This design comes from an exercise in tuning for small area on the open sky130 flow, not from production work. At most, simulation tests tie the RTL to the original design; equivalence was not proved. Power and IR drop assume default switching activity.

## job 4000
==> flow/design.v (excerpt) <==
module FIR_filter #(parameter order = 10)(
	input logic clk,
	input logic reset,
	input logic x_valid,
	input logic signed [23:0] x,
	input logic [16*order - 1:0] h,
	output logic signed [39:0] y
);
==> flow/config.mk <==
export PLATFORM = sky130hd
export DESIGN_NAME = FIR_filter
export DESIGN_NICKNAME = FIR_filter
export VERILOG_FILES = /design/flow/design.v
export SDC_FILE = /design/flow/constraint.sdc
export NUM_CORES = 4
export LEC_CHECK = 0
export CAP_MARGIN = 0
export CORE_MARGIN = 2
export CORE_UTILIZATION = 60
export CTS_BUF_LIST = sky130_fd_sc_hd__clkbuf_8
export CTS_CLUSTER_DIAMETER = 50
export CTS_CLUSTER_SIZE = 16
export SLEW_MARGIN = 0
export SYNTH_HIERARCHICAL = 1
==> flow/constraint.sdc <==
create_clock -name core_clock -period 10.0 [get_ports {clk}]
set_input_delay 2.0000 -clock core_clock [delete_from_list [all_inputs] [get_ports {clk}]]
set_output_delay 2.0000 -clock core_clock [all_outputs]
set_load 0.01 [all_outputs]
standard.sh (not shown) runs the stock make flow with config.mk's settings and CLKGATE_MAP_FILE= SYNTH_SCRIPT=/design/flow/synth_recipe.tcl, a recipe that flattens the netlist after the stock synthesis.
==> flow/flow/run.sh <==
#!/bin/bash
# The standard layout, with three changes to how it is made:
#  - ports are buffered with the smallest buffer (buf_1) instead of the default choice;
#  - before floorplanning, combinational cells that synthesis upsized are set back to their
#    smallest size (downsize.tcl); the flow's timing repair upsizes again where needed;
#  - clock tree synthesis adds no dummy load cells.
# make's full output goes to flow_make.log; each step's log is under orfs/logs/.
set -euo pipefail
here=$(pwd)
bash standard.sh \
  "BUFFER_PORTS_ARGS=-buffer_cell sky130_fd_sc_hd__buf_1" \
  "PRE_FLOORPLAN_TCL=$here/flow/downsize.tcl" \
  "CTS_ARGS=-sink_clustering_enable -repair_clock_nets -sink_clustering_size 20 -sink_clustering_max_diameter 70 -buf_list sky130_fd_sc_hd__clkbuf_8 -dont_use_dummy_load" \
  finish > "$here/flow_make.log" 2>&1
==> flow/flow/downsize.tcl <==
# Set every combinational cell that is not a buffer, delay or clock cell to the smallest
# size of its kind (for example a22oi_2 -> a22oi_1). Sequential cells are left alone.
set db [ord::get_db]
set n 0
foreach inst [[ord::get_db_block] getInsts] {
  set master [$inst getMaster]
  set name [$master getName]
  if { ![regexp {^sky130_fd_sc_hd__([a-z0-9]+)_([0-9]+)$} $name -> base drive] } { continue }
  if { [regexp {^(df|edf|sdf|sedf|dl|clk|buf|dly|conb|tap|fill|decap|diode|probe|lpflow)} $base] } { continue }
  set best $master
  foreach d {0 1 2} {
    set cand [$db findMaster "sky130_fd_sc_hd__${base}_$d"]
    if { $cand ne "NULL" && [$cand getWidth] < [[set best] getWidth] } { set best $cand }
  }
  if { $best ne $master } {
    replace_cell [$inst getName] [$best getName]
    incr n
  }
}
puts "downsize.tcl: resized $n instances"
Job 4000: full flow OK, the timing, DRC and antenna checks passed
[inputs] job 1720 vs job 4000
Settings: putting GPL_TIMING_DRIVEN at 0 where nothing was set; swapping 60 for 40 in CORE_UTILIZATION.
diff --git a/flow/flow/run.sh b/flow/flow/run.sh
--- a/flow/flow/run.sh
+++ b/flow/flow/run.sh
@@ -13 +13 @@
-  "CTS_ARGS=-sink_clustering_enable -repair_clock_nets -sink_clustering_size 20 -sink_clustering_max_diameter 70 -buf_list sky130_fd_sc_hd__clkbuf_8 -dont_use_dummy_load" \
+  "CTS_ARGS=-sink_clustering_enable -repair_clock_nets -sink_clustering_size 16 -sink_clustering_max_diameter 50 -buf_list sky130_fd_sc_hd__clkbuf_8 -dont_use_dummy_load" \
==> comparison <==
Job 1720 finished every stage and its layout cleared the timing, DRC and antenna checks. [compare] base=job 4000 new=job 1720: non-clock buffer count shows an increase of 11%, detailed-route wire length per cell shows an increase of 5.0%, wire length shows an increase of about 15%, peak clock frequency supported by timing shows a reduction of about 14%.
Relative to job 1720, the following input files were edited for job 3646:
Settings: removing GPL_TIMING_DRIVEN (formerly 0); changing CORE_UTILIZATION from 40 to 60.
### Flow results
- Job 3646: all stages complete, timing, DRC and antenna checks passed
- On combinational power, the lower figure sits with job 3646, not job 1720.
- As far as count of multi-input combinational gates goes, job 1720 and job 3646 are indistinguishable; the numbers are identical.
- Total power: job 3646 below job 1720
- Job 3646 vs job 1720: number of signal-net buffers in the layout down in job 3646
Changes in job 5861 relative to job 3646:
Settings: swapping 60 for 75 in CORE_UTILIZATION.
## What came out
In job 5861 the implementation ran to completion but is not tape-out ready, as the final checks report setup timing.
Critical path depth, job 3646 and job 5861, higher one = job 3646.
Delta(fmax, job 5861 - job 3646) < 0
When job 5861 is set beside job 3646, its via count of the first global-routing pass turns out to be 2633 larger.
Comparing job 3646 and job 5861, global-route usage is lower on job 3646.
In the metrics for job 3646 and job 5861, the one carrying the lower share of cell area taken by multi-input logic gates is job 3646.
Of job 3646 and job 5861, the run reporting the lower clock-buffer cell count was job 5861.
Job 3646 -> job 5861: post-CTS clock slew at the launch and capture registers of the worst setup and hold paths flat
Job 5861 vs job 3646: non-clock buffer area fraction after layout up
Function was not checked in any run of this note: the RTL went through the layout flow alone.

---

amber:
FIR_filter, a different RTL version from the one above (not shown whole).
Size in the first run: about 230 I/O pins.
clock: 10.0 ns
lec_check: 0
cap_margin: 20
core_margin: 2
core_utilization: 40
cts_buf_list: sky130_fd_sc_hd__clkbuf_16 sky130_fd_sc_hd__clkbuf_8 sky130_fd_sc_hd__clkbuf_4
cts_cluster_diameter: 60
cts_cluster_size: 24
slew_margin: 20
synth_hierarchical: 1
==> flow/flow/run.sh <==
#!/bin/bash
# The standard layout, with two changes to how it is made:
#  - ports are buffered with the smallest buffer (buf_1) instead of the default choice;
#  - before floorplanning, combinational cells that synthesis upsized are set back to their
#    smallest size (downsize.tcl); the flow's timing repair upsizes again where needed.
# make's full output goes to flow_make.log; each step's log is under orfs/logs/.
set -euo pipefail
here=$(pwd)
bash standard.sh \
  "BUFFER_PORTS_ARGS=-buffer_cell sky130_fd_sc_hd__buf_1" \
  "PRE_FLOORPLAN_TCL=$here/flow/downsize.tcl" \
  finish > "$here/flow_make.log" 2>&1
Scripts as last shown in full above: flow/flow/downsize.tcl
amber: all stages complete, timing, DRC and antenna checks passed
Modified inputs, quartz compared to amber
--- a/flow/config.mk
+++ b/flow/config.mk
@@ -9,7 +9,7 @@
 export CORE_MARGIN = 2
 export CORE_UTILIZATION = 40
-export CTS_BUF_LIST = sky130_fd_sc_hd__clkbuf_16 sky130_fd_sc_hd__clkbuf_8 sky130_fd_sc_hd__clkbuf_4
-export CTS_CLUSTER_DIAMETER = 60
-export CTS_CLUSTER_SIZE = 24
+export CTS_BUF_LIST = sky130_fd_sc_hd__clkbuf_4
+export CTS_CLUSTER_DIAMETER = 40
+export CTS_CLUSTER_SIZE = 10
 export SLEW_MARGIN = 20
 export SYNTH_HIERARCHICAL = 1
Results
- Relative to amber, final design instance area without fill decreased by about 1.7% in quartz.
- [quartz vs amber] clock power: lower in quartz
- Higher total number of H-tree levels goes to quartz over amber.
- Worst hold slack, quartz and amber: lower on quartz
- Clock-pin slew on the worst setup and hold paths: quartz vs amber up 0.02 ns
- [compare] base=amber new=quartz: global-route track usage on met3 higher, wire length roughly the same, power of the sequential group roughly the same, fmax roughly the same.
--- input diff quartz..willow ---
--- a/flow/config.mk
+++ b/flow/config.mk
@@ -9,7 +9,4 @@
 export CORE_MARGIN = 2
 export CORE_UTILIZATION = 40
-export CTS_BUF_LIST = sky130_fd_sc_hd__clkbuf_4
-export CTS_CLUSTER_DIAMETER = 40
-export CTS_CLUSTER_SIZE = 10
 export SLEW_MARGIN = 20
 export SYNTH_HIERARCHICAL = 1
[summary]
Final instance count without filler cells, quartz and willow: larger value in quartz. willow ends up with a combinational power share that is 3.7 points lower than in quartz. Count of cells along the worst register-to-register path: quartz vs willow, no meaningful difference. Sort quartz and willow by net count of the finished layout desc -> top: quartz. Comparing via total after detailed routing for quartz and willow, the bigger number came from quartz. willow: total length of routed wires higher than quartz. Compare quartz and willow | final-layout clock-cell area share lower: quartz. willow — number of inserted filler cells in the final layout about 1.5% lower, quartz as reference. The lower leakage power summed over all cells came out of quartz. willow ends up with higher worst hold slack than quartz does.

---

Another version of the RTL of FIR_filter (not shown whole).
For scale: about 230 I/O pins.
clock: 10.0 ns
lec_check: 0
cap_margin: 0
core_margin: 2
core_utilization: 60
slew_margin: 0
synth_hierarchical: 1
==> flow/flow/run.sh <==
#!/bin/bash
# The standard layout, with three changes to how it is made:
#  - ports are buffered with the smallest buffer (buf_1) instead of the default choice;
#  - before floorplanning, combinational cells that synthesis upsized are set back to their
#    smallest size (downsize.tcl); the flow's timing repair upsizes again where needed;
#  - clock tree synthesis adds no dummy load cells.
# make's full output goes to flow_make.log; each step's log is under orfs/logs/.
set -euo pipefail
here=$(pwd)
bash standard.sh \
  "BUFFER_PORTS_ARGS=-buffer_cell sky130_fd_sc_hd__buf_1" \
  "PRE_FLOORPLAN_TCL=$here/flow/downsize.tcl" \
  "CTS_ARGS=-sink_clustering_enable -repair_clock_nets -sink_clustering_size 30 -sink_clustering_max_diameter 100 -buf_list sky130_fd_sc_hd__clkbuf_16 -dont_use_dummy_load" \
  finish > "$here/flow_make.log" 2>&1
Scripts as last shown in full above: flow/flow/downsize.tcl
The first run finished with timing, DRC and antenna clean.
Change:
--- a/flow/flow/run.sh
+++ b/flow/flow/run.sh
@@ -11,4 +11,4 @@
   "BUFFER_PORTS_ARGS=-buffer_cell sky130_fd_sc_hd__buf_1" \
   "PRE_FLOORPLAN_TCL=$here/flow/downsize.tcl" \
-  "CTS_ARGS=-sink_clustering_enable -repair_clock_nets -sink_clustering_size 30 -sink_clustering_max_diameter 100 -buf_list sky130_fd_sc_hd__clkbuf_16 -dont_use_dummy_load" \
+  "CTS_ARGS=-sink_clustering_enable -repair_clock_nets -sink_clustering_size 20 -sink_clustering_max_diameter 70 -buf_list sky130_fd_sc_hd__clkbuf_8 -dont_use_dummy_load" \
   finish > "$here/flow_make.log" 2>&1
CORE_UTILIZATION = 65   (was 60)
Result: Synthesized cell count is unchanged. Via count climbs by a few percent. Setup slack loses 0.13 ns. Total power falls slightly. Fmax is lower slightly. Routed wire length increases slightly. Design area fell slightly. Core utilization goes up by 4.4 points. Register-to-register slack is worse by 0.53 ns. Clock power went down by roughly a tenth. Global-route usage rises by 3.1 points.
Change:
GPL_ROUTABILITY_DRIVEN = 0   (was not set)
After rerunning:
- The new run passed the timing, DRC and antenna checks
- sequential share of layout area hardly moves
- clock skew is lower by 0.020 ns
- non-clock buffer count is higher by 2
- die area stays the same
Change:
CORE_UTILIZATION = 60   (was 65)
GPL_ROUTABILITY_DRIVEN = not set   (was 0)
Final cell count came out higher by a few percent.
Cell area rises slightly.
Routed wire length came out lower slightly.
Fmax decreases slightly.
Worst setup slack got worse by 0.078 ns.
Clock-buffer cell count went up by 1.
Non-clock buffer count grows by 4.
Combinational power is about the same.
Change:
CORE_UTILIZATION = 65   (was 60)
PLACE_DENSITY = 0.75   (was not set)
Maximum frequency drops by 0.75%.
Final cell count shrinks by about 2%.
Power is about the same.

---

## old
FIR_filter, a different RTL version from the one above (not shown whole).
Size: roughly 1,600 cells after synthesis, about 230 I/O pins.
clock: 10.0 ns
lec_check: 0
cap_margin: 20
core_margin: 2
core_utilization: 40
cts_buf_list: sky130_fd_sc_hd__clkbuf_8
cts_cluster_diameter: 50
cts_cluster_size: 16
slew_margin: 20
synth_hierarchical: 1
==> flow/flow/run.sh <==
#!/bin/bash
# The standard layout, with two changes to how it is made:
#  - ports are buffered with the smallest buffer (buf_1) instead of the default choice;
#  - before floorplanning, combinational cells that synthesis upsized are set back to their
#    smallest size (downsize.tcl); the flow's timing repair upsizes again where needed.
# make's full output goes to flow_make.log; each step's log is under orfs/logs/.
set -euo pipefail
here=$(pwd)
bash standard.sh \
  "BUFFER_PORTS_ARGS=-buffer_cell sky130_fd_sc_hd__buf_1" \
  "PRE_FLOORPLAN_TCL=$here/flow/downsize.tcl" \
  finish > "$here/flow_make.log" 2>&1
Scripts as last shown in full above: flow/flow/downsize.tcl
## Diff of input files: new against old
- SLEW_MARGIN now 0, was 20
- CAP_MARGIN now 0, was 20
Between old and new, the flow reports amount of wire on met2 after detailed routing increasing slightly. Global-route usage: old vs new — no meaningful difference. Cell count of new is on par with old. Compared to old, new shows a wider setup margin.
No functional check of the RTL was part of any run of this note.

---

build 81:
FIR_filter with an RTL version that a note above also has.
For scale: about 1600 cells after synthesis.
Settings: LEC_CHECK=0, CAP_MARGIN=20, CORE_MARGIN=2, CORE_UTILIZATION=40, CTS_BUF_LIST=sky130_fd_sc_hd__clkbuf_8, CTS_CLUSTER_DIAMETER=50, CTS_CLUSTER_SIZE=16, SLEW_MARGIN=20, SYNTH_HIERARCHICAL=1; clock period 10.0 ns.
Scripts as last shown in full above: flow/flow/run.sh, flow/flow/downsize.tcl
What build 37 does differently from build 81 at the input level:
==> flow/run.sh (new file) <==
#!/bin/bash
# synth_recipe.tcl (not shown) runs the flow's synth.tcl, then flattens the netlist and writes it again
# the make line also repeats each setting of config.mk as NAME=value (left out here)
make -C /OpenROAD-flow-scripts/flow DESIGN_CONFIG=/design/flow/config.mk WORK_HOME=/design/flow/orfs CLKGATE_MAP_FILE= SYNTH_SCRIPT=/design/flow/synth_recipe.tcl finish
diff --git a/flow/config.mk b/flow/config.mk
--- a/flow/config.mk
+++ b/flow/config.mk
@@ -9,7 +9,4 @@
 export CORE_MARGIN = 2
 export CORE_UTILIZATION = 40
-export CTS_BUF_LIST = sky130_fd_sc_hd__clkbuf_8
-export CTS_CLUSTER_DIAMETER = 50
-export CTS_CLUSTER_SIZE = 16
 export SLEW_MARGIN = 20
 export SYNTH_HIERARCHICAL = 1
removed: flow/flow/run.sh
removed: flow/flow/downsize.tcl
removed: flow/standard.sh
Findings:
Build 37 finished every stage and its layout cleared the timing, DRC and antenna checks.
Diff build 81 -> build 37: fraction of met2 tracks used by global routing fell by 0.20 points; half-perimeter wire length after placement rose by 1.3 mm.
Between build 81 and build 37, part of the total power dissipated in sequential elements decreased.
Relative to build 81, the clock network fraction of total power of build 37 is higher by 3.3 points.
Via total after detailed routing ends up higher on build 81.
Against build 81, post-route worst setup slack in build 37 came out worse.
[inputs] build 6 vs build 37
diff --git a/flow/config.mk b/flow/config.mk
--- a/flow/config.mk
+++ b/flow/config.mk
@@ -9,4 +9,5 @@
 export CORE_MARGIN = 2
 export CORE_UTILIZATION = 40
+export CTS_BUF_LIST = sky130_fd_sc_hd__clkbuf_4
 export SLEW_MARGIN = 20
 export SYNTH_HIERARCHICAL = 1
Results
Across build 37 and build 6, none had a timing, DRC or antenna violation. Reported for build 37 and build 6, number of max-capacitance violations reported turned out identical to the last digit. Row final area: build 6 lower / build 37 higher. On number of cells on the worst reg-to-reg path, build 6 tracks build 37 almost exactly. Looking at proportion of power drawn by the clock network, build 6 sits 1.9 points lower than build 37 does. On sum of met3 wire segment lengths after detailed routing: build 6 sits below build 37. Going from build 37 to build 6, count of clock-buffer cells in the layout grows by about 200%. Wire length in build 6 vs build 37: up about 0.5%. Part of the total power dissipated in combinational logic: build 6 vs build 37 up 1.5 points. Looking at build 37 and build 6, the clock slew seen by the registers of the worst setup and hold paths is a wash. Share of the clock period used by the worst path after layout delta for build 6 relative to build 37: 0.17 points lower.

---

FIR_filter with an RTL version that a note above also has.
For scale: about 1,400 cells after synthesis, about 230 I/O pins.
clock: 10.0 ns
lec_check: 0
cap_margin: 0
core_margin: 2
core_utilization: 70
slew_margin: 0
synth_hierarchical: 1
==> flow/flow/run.sh <==
#!/bin/bash
# The standard layout, with three changes to how it is made:
#  - ports are buffered with the smallest buffer (buf_1) instead of the default choice;
#  - before floorplanning, combinational cells that synthesis upsized are set back to their
#    smallest size (downsize.tcl); the flow's timing repair upsizes again where needed;
#  - clock tree synthesis adds no dummy load cells.
# make's full output goes to flow_make.log; each step's log is under orfs/logs/.
set -euo pipefail
here=$(pwd)
bash standard.sh \
  "BUFFER_PORTS_ARGS=-buffer_cell sky130_fd_sc_hd__buf_1" \
  "PRE_FLOORPLAN_TCL=$here/flow/downsize.tcl" \
  "CTS_ARGS=-sink_clustering_enable -repair_clock_nets -sink_clustering_size 20 -sink_clustering_max_diameter 70 -buf_list sky130_fd_sc_hd__clkbuf_8 -dont_use_dummy_load" \
  finish > "$here/flow_make.log" 2>&1
==> flow/flow/downsize.tcl <==
# Set every combinational cell that is not a buffer, delay or clock cell to the smallest
# size of its kind (for example a22oi_2 -> a22oi_1). Sequential cells are left alone.
set db [ord::get_db]
set n 0
foreach inst [[ord::get_db_block] getInsts] {
  set master [$inst getMaster]
  set name [$master getName]
  if { ![regexp {^sky130_fd_sc_hd__([a-z0-9]+)_([0-9]+)$} $name -> base drive] } { continue }
  if { [regexp {^(df|edf|sdf|sedf|dl|clk|buf|dly|conb|tap|fill|decap|diode|probe|lpflow)} $base] } { continue }
  set best $master
  foreach d {0 1 2} {
    set cand [$db findMaster "sky130_fd_sc_hd__${base}_$d"]
    if { $cand ne "NULL" && [$cand getWidth] < [[set best] getWidth] } { set best $cand }
  }
  if { $best ne $master } {
    replace_cell [$inst getName] [$best getName]
    incr n
  }
}
puts "downsize.tcl: resized $n instances"
Rerun with:
--- a/flow/flow/run.sh
+++ b/flow/flow/run.sh
@@ -13 +13 @@
-  "CTS_ARGS=-sink_clustering_enable -repair_clock_nets -sink_clustering_size 20 -sink_clustering_max_diameter 70 -buf_list sky130_fd_sc_hd__clkbuf_8 -dont_use_dummy_load" \
+  "CTS_ARGS=-sink_clustering_enable -repair_clock_nets -sink_clustering_size 18 -sink_clustering_max_diameter 60 -buf_list sky130_fd_sc_hd__clkbuf_8 -dont_use_dummy_load" \
Settings changed: CORE_UTILIZATION 70 to 65.
- The changed run finished with timing, DRC and antenna clean
- power hardly moves
- final cell count came out higher by 0.54%
- synthesized cell count is unchanged
- wire length barely changes
- worst setup slack is worse by 0.60 ns
- via count came out lower by 1.4%
- global-route usage came out lower by 2.2 points
- fmax came out lower by 6.4%
- non-clock buffer count came out lower by 3
- final area is about the same
- worst hold slack is worse by 0.032 ns
Rerun with:
--- a/flow/flow/run.sh
+++ b/flow/flow/run.sh
@@ -13 +13 @@
-  "CTS_ARGS=-sink_clustering_enable -repair_clock_nets -sink_clustering_size 18 -sink_clustering_max_diameter 60 -buf_list sky130_fd_sc_hd__clkbuf_8 -dont_use_dummy_load" \
+  "CTS_ARGS=-sink_clustering_enable -repair_clock_nets -sink_clustering_size 20 -sink_clustering_max_diameter 70 -buf_list sky130_fd_sc_hd__clkbuf_8 -dont_use_dummy_load" \
Settings changed: CORE_UTILIZATION 65 to 55.
After rerunning: Fmax came out higher by about 9%; cell count climbs by 3.2%; clock skew rose by 0.024 ns; core utilization went down by 11 points; design area went up by 0.51%.

separate check: timing with driven ports:
Ports are ideal in the flow. The routed layouts listed here were re-timed in OpenROAD.
Step 1 (the two cells are an assumption about what drives the block):
set clk [get_ports {clk}]
set_driving_cell -lib_cell sky130_fd_sc_hd__clkbuf_16 $clk
set_driving_cell -lib_cell sky130_fd_sc_hd__buf_2 [delete_from_list [all_inputs] $clk]
Step 2 also shifts input and output timing later by t, the mid clock arrival at the registers, as if the neighbouring blocks saw the same clock.
Three values: ideal ports, drivers, drivers and shift; two values: the first two.
run | shift t [ns] | slack for setup (ns) | worst hold slack (ns) | worst setup path at the end
job 4000 | 0.588 | 1.541 / 1.554 / 0.972 | 0.283 / 0.283 / 0.283 | input to register
job 1720 | 0.637 | 0.218 / 0.232 / -0.405 | 0.258 / 0.258 / 0.258 | input to register
job 3646 | 0.624 | 1.580 / 1.601 / 0.977 | 0.273 / 0.273 / 0.273 | input to register
job 5861 | 0.625 | -0.019 / 0.009 / -0.617 | 0.286 / 0.286 / 0.286 | input to register
amber | 0.637 | 1.843 / 1.843 / 1.843 | 0.308 / 0.308 / 0.308 | register to register
quartz | 0.841 | 1.851 / 1.851 / 1.851 | 0.292 / 0.292 / 0.292 | register to register
willow | 0.606 | 1.872 / 1.872 / 1.872 | 0.320 / 0.320 / 0.320 | register to register
the first run of note 3 | 0.536 | 0.813 / 0.845 / 0.309 | 0.293 / 0.293 / 0.293 | input to register
the second run of note 3 | 0.601 | 0.686 / 0.711 / 0.109 | 0.275 / 0.275 / 0.275 | input to register
the third run of note 3 | 0.593 | 0.873 / 0.873 / 0.372 | 0.269 / 0.269 / 0.269 | input to register
the fourth run of note 3 | 0.587 | 0.796 / 0.823 / 0.237 | 0.269 / 0.269 / 0.269 | input to register
the fifth run of note 3 | 0.598 | 0.726 / 0.726 / 0.554 | 0.266 / 0.266 / 0.266 | input to register
old | 0.655 | 2.317 / 2.317 / 2.317 | 0.299 / 0.299 / 0.299 | register to register
new | 0.645 | 2.351 / 2.351 / 2.351 | 0.306 / 0.306 / 0.306 | register to register
build 81 | 0.643 | 1.749 / 1.749 / 1.749 | 0.325 / 0.325 / 0.325 | register to register
build 37 | 0.618 | 1.675 / 1.675 / 1.675 | 0.301 / 0.301 / 0.301 | register to register
build 6 | 0.846 | 1.692 / 1.692 / 1.692 | 0.276 / 0.276 / 0.276 | register to register
the first run of note 6 | 0.569 | 1.263 / 1.270 / 0.702 | 0.307 / 0.307 / 0.307 | input to register
the second run of note 6 | 0.607 | 0.662 / 0.689 / 0.081 | 0.275 / 0.275 / 0.275 | input to register
the third run of note 6 | 0.590 | 1.423 / 1.423 / 0.949 | 0.306 / 0.306 / 0.306 | input to register
Met with ideal ports but missed after step 2: setup timing in job 1720. The setup slack of job 1720, which loses most, moves by +0.014 ns with the drivers and by -0.623 ns with both steps.
